Source: an optimization exercise on an open RTL-to-GDS flow (aim: small area). Production flows keep margins and buffers that such runs may drop. RTL that was checked went through simulation tests only; none was proved equivalent to the original. Power figures rest on the tool's default switching activity, not on a simulated workload.

Design main, start of the top module:
module main
#(parameter div = 16)
( input rst, input clk,
  input [3:0] row,
  output [3:0] col,
  output rw_out, output rs_out, output e_out, output [7:0] db_out,
  output [6:0] leds
);
Size in the first run: ~660 cells after synthesis, roughly 78 flip-flops, roughly 5700 µm² of cells after synthesis.
export LEC_CHECK = 0
export CAP_MARGIN = 20
export CORE_MARGIN = 2
export CORE_UTILIZATION = 40
export CTS_BUF_LIST = sky130_fd_sc_hd__clkbuf_8
export SLEW_MARGIN = 20
create_clock -name core_clock -period 20.0 [get_ports {clk}]
run.sh (not shown) runs the stock make flow with config.mk's settings and CLKGATE_MAP_FILE= SYNTH_SCRIPT=/design/flow/synth_recipe.tcl, a recipe that flattens the netlist after the stock synthesis.
Next try:
==> flow/flow/run.sh (new file) <==
#!/bin/bash
# Layout flow: the standard synthesis with an area-oriented ABC mapping
# script in place of ORFS's delay-oriented one (flow/synth.tcl), then the standard flow's
# standard layout for every later step.  Each tool's output goes to a log here.
set -euo pipefail
W=$PWD
export MY_ABC_SCRIPT=$W/flow/area.abc
export FLOW_SYNTH_TCL=$W/synth_recipe.tcl
bash standard.sh SYNTH_SCRIPT=$W/flow/synth.tcl synth > $W/flow_synth.log 2>&1
# Clock tree: no dummy loads, mid-size buffers; every register is still
# clocked through the tree with balanced insertion delay.
bash standard.sh "CTS_ARGS=-sink_clustering_enable -repair_clock_nets -dont_use_dummy_load -buf_list sky130_fd_sc_hd__clkbuf_8" > $W/flow_layout.log 2>&1
==> flow/flow/area.abc (new file) <==
strash; &get -n; &st; &synch2; &dch -f; &nf -R 1000; &put
==> flow/flow/synth.tcl (new file) <==
# synth_recipe.tcl (the standard synthesis script) with one change: ORFS's
# synth.tcl is run with the ABC mapping script replaced by flow/area.abc.
# Everything before and after ABC, and so every register, is unchanged.
set f [open $::env(FLOW_SYNTH_TCL) r]; set bs [read $f]; close $f
set f [open $::env(SCRIPTS_DIR)/synth.tcl r]; set st [read $f]; close $f
set pre {source $::env(SCRIPTS_DIR)/synth_preamble.tcl}
set n [string first $pre $st]
if { $n < 0 } { error "synth_preamble not found in synth.tcl" }
set st [string map [list $pre "$pre\nset abc_args \[lreplace \$abc_args 1 1 \$::env(MY_ABC_SCRIPT)\]"] $st]
set src {source $::env(SCRIPTS_DIR)/synth.tcl}
if { [string first $src $bs] < 0 } { error "synth.tcl not sourced in synth_recipe.tcl" }
set bs [string map [list $src $st] $bs]
eval $bs
==> flow/standard.sh (new file) <==
#!/bin/bash
# synth_recipe.tcl (not shown) runs the flow's synth.tcl, then flattens the netlist and writes it again
# the make line also repeats each setting of config.mk as NAME=value (left out here)
make -C /OpenROAD-flow-scripts/flow DESIGN_CONFIG=/design/flow/config.mk WORK_HOME=/design/flow/orfs CLKGATE_MAP_FILE= SYNTH_SCRIPT=/design/flow/synth_recipe.tcl "${@:-finish}"
CTS_BUF_LIST = default   (was sky130_fd_sc_hd__clkbuf_8)
removed: flow/run.sh
- The new run finished with timing, DRC and antenna clean
- sequential share of layout area increases by 3.5 points
- utilization climbs by 1.2 points
- total power came out lower by 16%
- die area came out lower by 11%
- maximum frequency grows by 2.6%
- design area shrinks by 10%
- worst setup slack gets better by 170 ps
- via count goes down by 7.9%
Function was not checked in any run of this note: the RTL went through the layout flow alone.

---

== onyx ==
Another version of the RTL of main (not shown whole).
Size in the first run: roughly 490 cells after synthesis, about 76 flip-flops, roughly 28 I/O pins, roughly 0.0044 mm² of cells after synthesis.
export LEC_CHECK = 0
export CAP_MARGIN = 20
export CORE_MARGIN = 2
export CORE_UTILIZATION = 70
export SLEW_MARGIN = 20
create_clock -name core_clock -period 20.0 [get_ports {clk}]
standard.sh (not shown) runs the stock make flow with config.mk's settings and CLKGATE_MAP_FILE= SYNTH_SCRIPT=/design/flow/synth_recipe.tcl, a recipe that flattens the netlist after the stock synthesis.
==> flow/flow/run.sh <==
#!/bin/bash
# Layout flow: the standard synthesis with an area-oriented ABC mapping
# script in place of ORFS's delay-oriented one (flow/synth.tcl), then the standard flow's
# standard layout for every later step, with these changes:
#  - port buffers are the smallest buffer (every port still gets one);
#  - one tie cell drives all constant outputs;
#  - the clock tree uses mid-size buffers and no dummy loads (every register
#    is still clocked through the tree, insertion delay balanced by CTS).
# The standard synthesis is run first as a reference: if the registers of
# the area-oriented synthesis (instance names and cell types) differ from
# it in any way, the standard synthesis is used instead.
# Each tool's output goes to a log file here.
set -euo pipefail
W=$PWD
R=$W/orfs/results/${FLOW_PLATFORM}/main/base
export MY_ABC_SCRIPT=$W/flow/area.abc
export FLOW_SYNTH_TCL=$W/synth_recipe.tcl
CTS="$(cat $W/flow/cts_args)"

regs() { grep -E '^ *sky130_fd_sc_hd__(df|edf|sdf|dl)[a-z]*_[0-9]+ ' "$1" | awk '{print $1, $2}' | sort; }

bash standard.sh synth > $W/flow_synth_std.log 2>&1
cp $R/1_2_yosys.v $W/std_1_2_yosys.v
rm -f $R/1_2_yosys.v $R/1_2_yosys.sdc $R/1_synth.odb $R/1_synth.sdc
bash standard.sh SYNTH_SCRIPT=$W/flow/synth.tcl synth > $W/flow_synth.log 2>&1
if ! diff <(regs $W/std_1_2_yosys.v) <(regs $R/1_2_yosys.v) > $W/flow_regs_diff.log 2>&1; then
	echo "registers differ from the standard synthesis; using it" >> $W/flow_regs_diff.log
	rm -f $R/1_2_yosys.v $R/1_2_yosys.sdc $R/1_synth.odb $R/1_synth.sdc
	bash standard.sh synth > $W/flow_synth_fallback.log 2>&1
fi
bash standard.sh SKIP_REPAIR_TIE_FANOUT=1 "BUFFER_PORTS_ARGS=-buffer_cell sky130_fd_sc_hd__buf_1" "CTS_ARGS=$CTS" > $W/flow_layout.log 2>&1
==> flow/flow/area.abc <==
strash; &get -n; &st; &synch2; &dch -f; &nf -R 1000; &put
Other scripts of this flow, unchanged in this note and not shown: flow/flow/cts_args, flow/flow/synth.tcl
Here is what was changed in the inputs of amber compared with onyx.
diff --git a/flow/flow/run.sh b/flow/flow/run.sh
--- a/flow/flow/run.sh
+++ b/flow/flow/run.sh
@@ -3 +3,3 @@
-# script in place of ORFS's delay-oriented one (flow/synth.tcl), then the standard flow's
+# script in place of ORFS's delay-oriented one (flow/synth.tcl) and without
+# mapping adders to half/full-adder cells before ABC (ADDER_MAP_FILE empty,
+# so ABC maps all the logic), then the standard flow's
@@ -7,2 +9,3 @@
-#  - the clock tree uses mid-size buffers and no dummy loads (every register
-#    is still clocked through the tree, insertion delay balanced by CTS).
+#  - the clock tree uses mid-size buffers (flow/cts_args) and no dummy loads
+#    (every register is still clocked through the tree, insertion delay
+#    balanced by CTS).
@@ -25 +28 @@
-bash standard.sh SYNTH_SCRIPT=$W/flow/synth.tcl synth > $W/flow_synth.log 2>&1
+bash standard.sh SYNTH_SCRIPT=$W/flow/synth.tcl ADDER_MAP_FILE= synth > $W/flow_synth.log 2>&1
==> flow/flow/area.abc <==
strash; &get -n; &st; &synch2; &dch -f; &nf -R 1000; &put; strash; &get -n; &st; &deepsyn -T 150; &dch -f; &nf -R 1000; &put
--- outcome ---
Going from onyx to amber, the clock latency on the worst-skew pair was found to have gone down by 0.02 ns.
Higher synthesis-to-finish area growth among onyx and amber: amber
The slack of the critical path of amber was superior to that of onyx.
Diff onyx -> amber: synthesized cell count fell by about 7%; horizontal extent of the die fell by about 5%.
Row non-clock buffer count: amber higher / onyx lower
After detailed routing, onyx needs more wire than amber.
Edits applied to the flow inputs when going from amber to ember:
diff --git a/flow/flow/run.sh b/flow/flow/run.sh
--- a/flow/flow/run.sh
+++ b/flow/flow/run.sh
@@ -3,3 +3 @@
-# script in place of ORFS's delay-oriented one (flow/synth.tcl) and without
-# mapping adders to half/full-adder cells before ABC (ADDER_MAP_FILE empty,
-# so ABC maps all the logic), then the standard flow's
+# script in place of ORFS's delay-oriented one (flow/synth.tcl), then the standard flow's
@@ -28 +26 @@
-bash standard.sh SYNTH_SCRIPT=$W/flow/synth.tcl ADDER_MAP_FILE= synth > $W/flow_synth.log 2>&1
+bash standard.sh SYNTH_SCRIPT=$W/flow/synth.tcl synth > $W/flow_synth.log 2>&1
==> flow/flow/area.abc <==
strash; &get -n; &st; &synch2; &dch -f; &nf -R 1000; &put; strash; &get -n; &st; &deepsyn -T 60; &dch -f; &nf -R 1000; &put
==> comparison <==
- The lower area of the die of amber and ember is in amber.
- Relative to amber, synthesized cell count has gone up in ember.
- ember vs amber, final cell count went up by 9.
- amber leaves more setup margin than ember.
- Part of the total power dissipated in combinational logic essentially unchanged between ember and amber.
- Summary — xor-xnor portion of the synthesized cell area, ember relative to amber: higher, by 0.23 points.
- Against amber, ember comes in 0.48 µm² higher on average cell area after synthesis.
- Area after synthesis: ember > amber
- Diff amber -> ember | flip-flop and latch share of the layout cell area | decrease of 2.8 points
- Final hold slack: higher on amber
- Diff ember..amber | antenna diode count | unchanged

## static timing again, ports no longer ideal
The flow's constraints put no driver on any port. The routed layouts listed below were extracted and timed again, unchanged, in two steps. Step 1 assumes that a clkbuf_16 drives the clock port and a buf_2 every other input. Step 2, shift: input delay + t, output delay - t, t = (earliest + latest rising clock arrival at the registers) / 2. This alone moves slack from input paths to output paths. Slacks: no drivers / after step 1 / after step 2; pairs: no drivers / after step 1.
| run | t (ns) | slack for setup (ns) | worst setup path at the end |
|---|---|---|---|
| the first run of note 1 | 0.400 | 13.047 / 13.012 / 13.412 | register to output |
| the second run of note 1 | 0.384 | 13.221 / 13.189 / 13.573 | register to output |
| onyx | 0.345 | 13.606 / 13.572 / 13.917 | register to output |
| amber | 0.337 | 13.928 / 13.898 / 14.234 | register to output |
| ember | 0.344 | 13.432 / 13.401 / 13.745 | register to output |
After both steps every run listed still meets setup and hold.
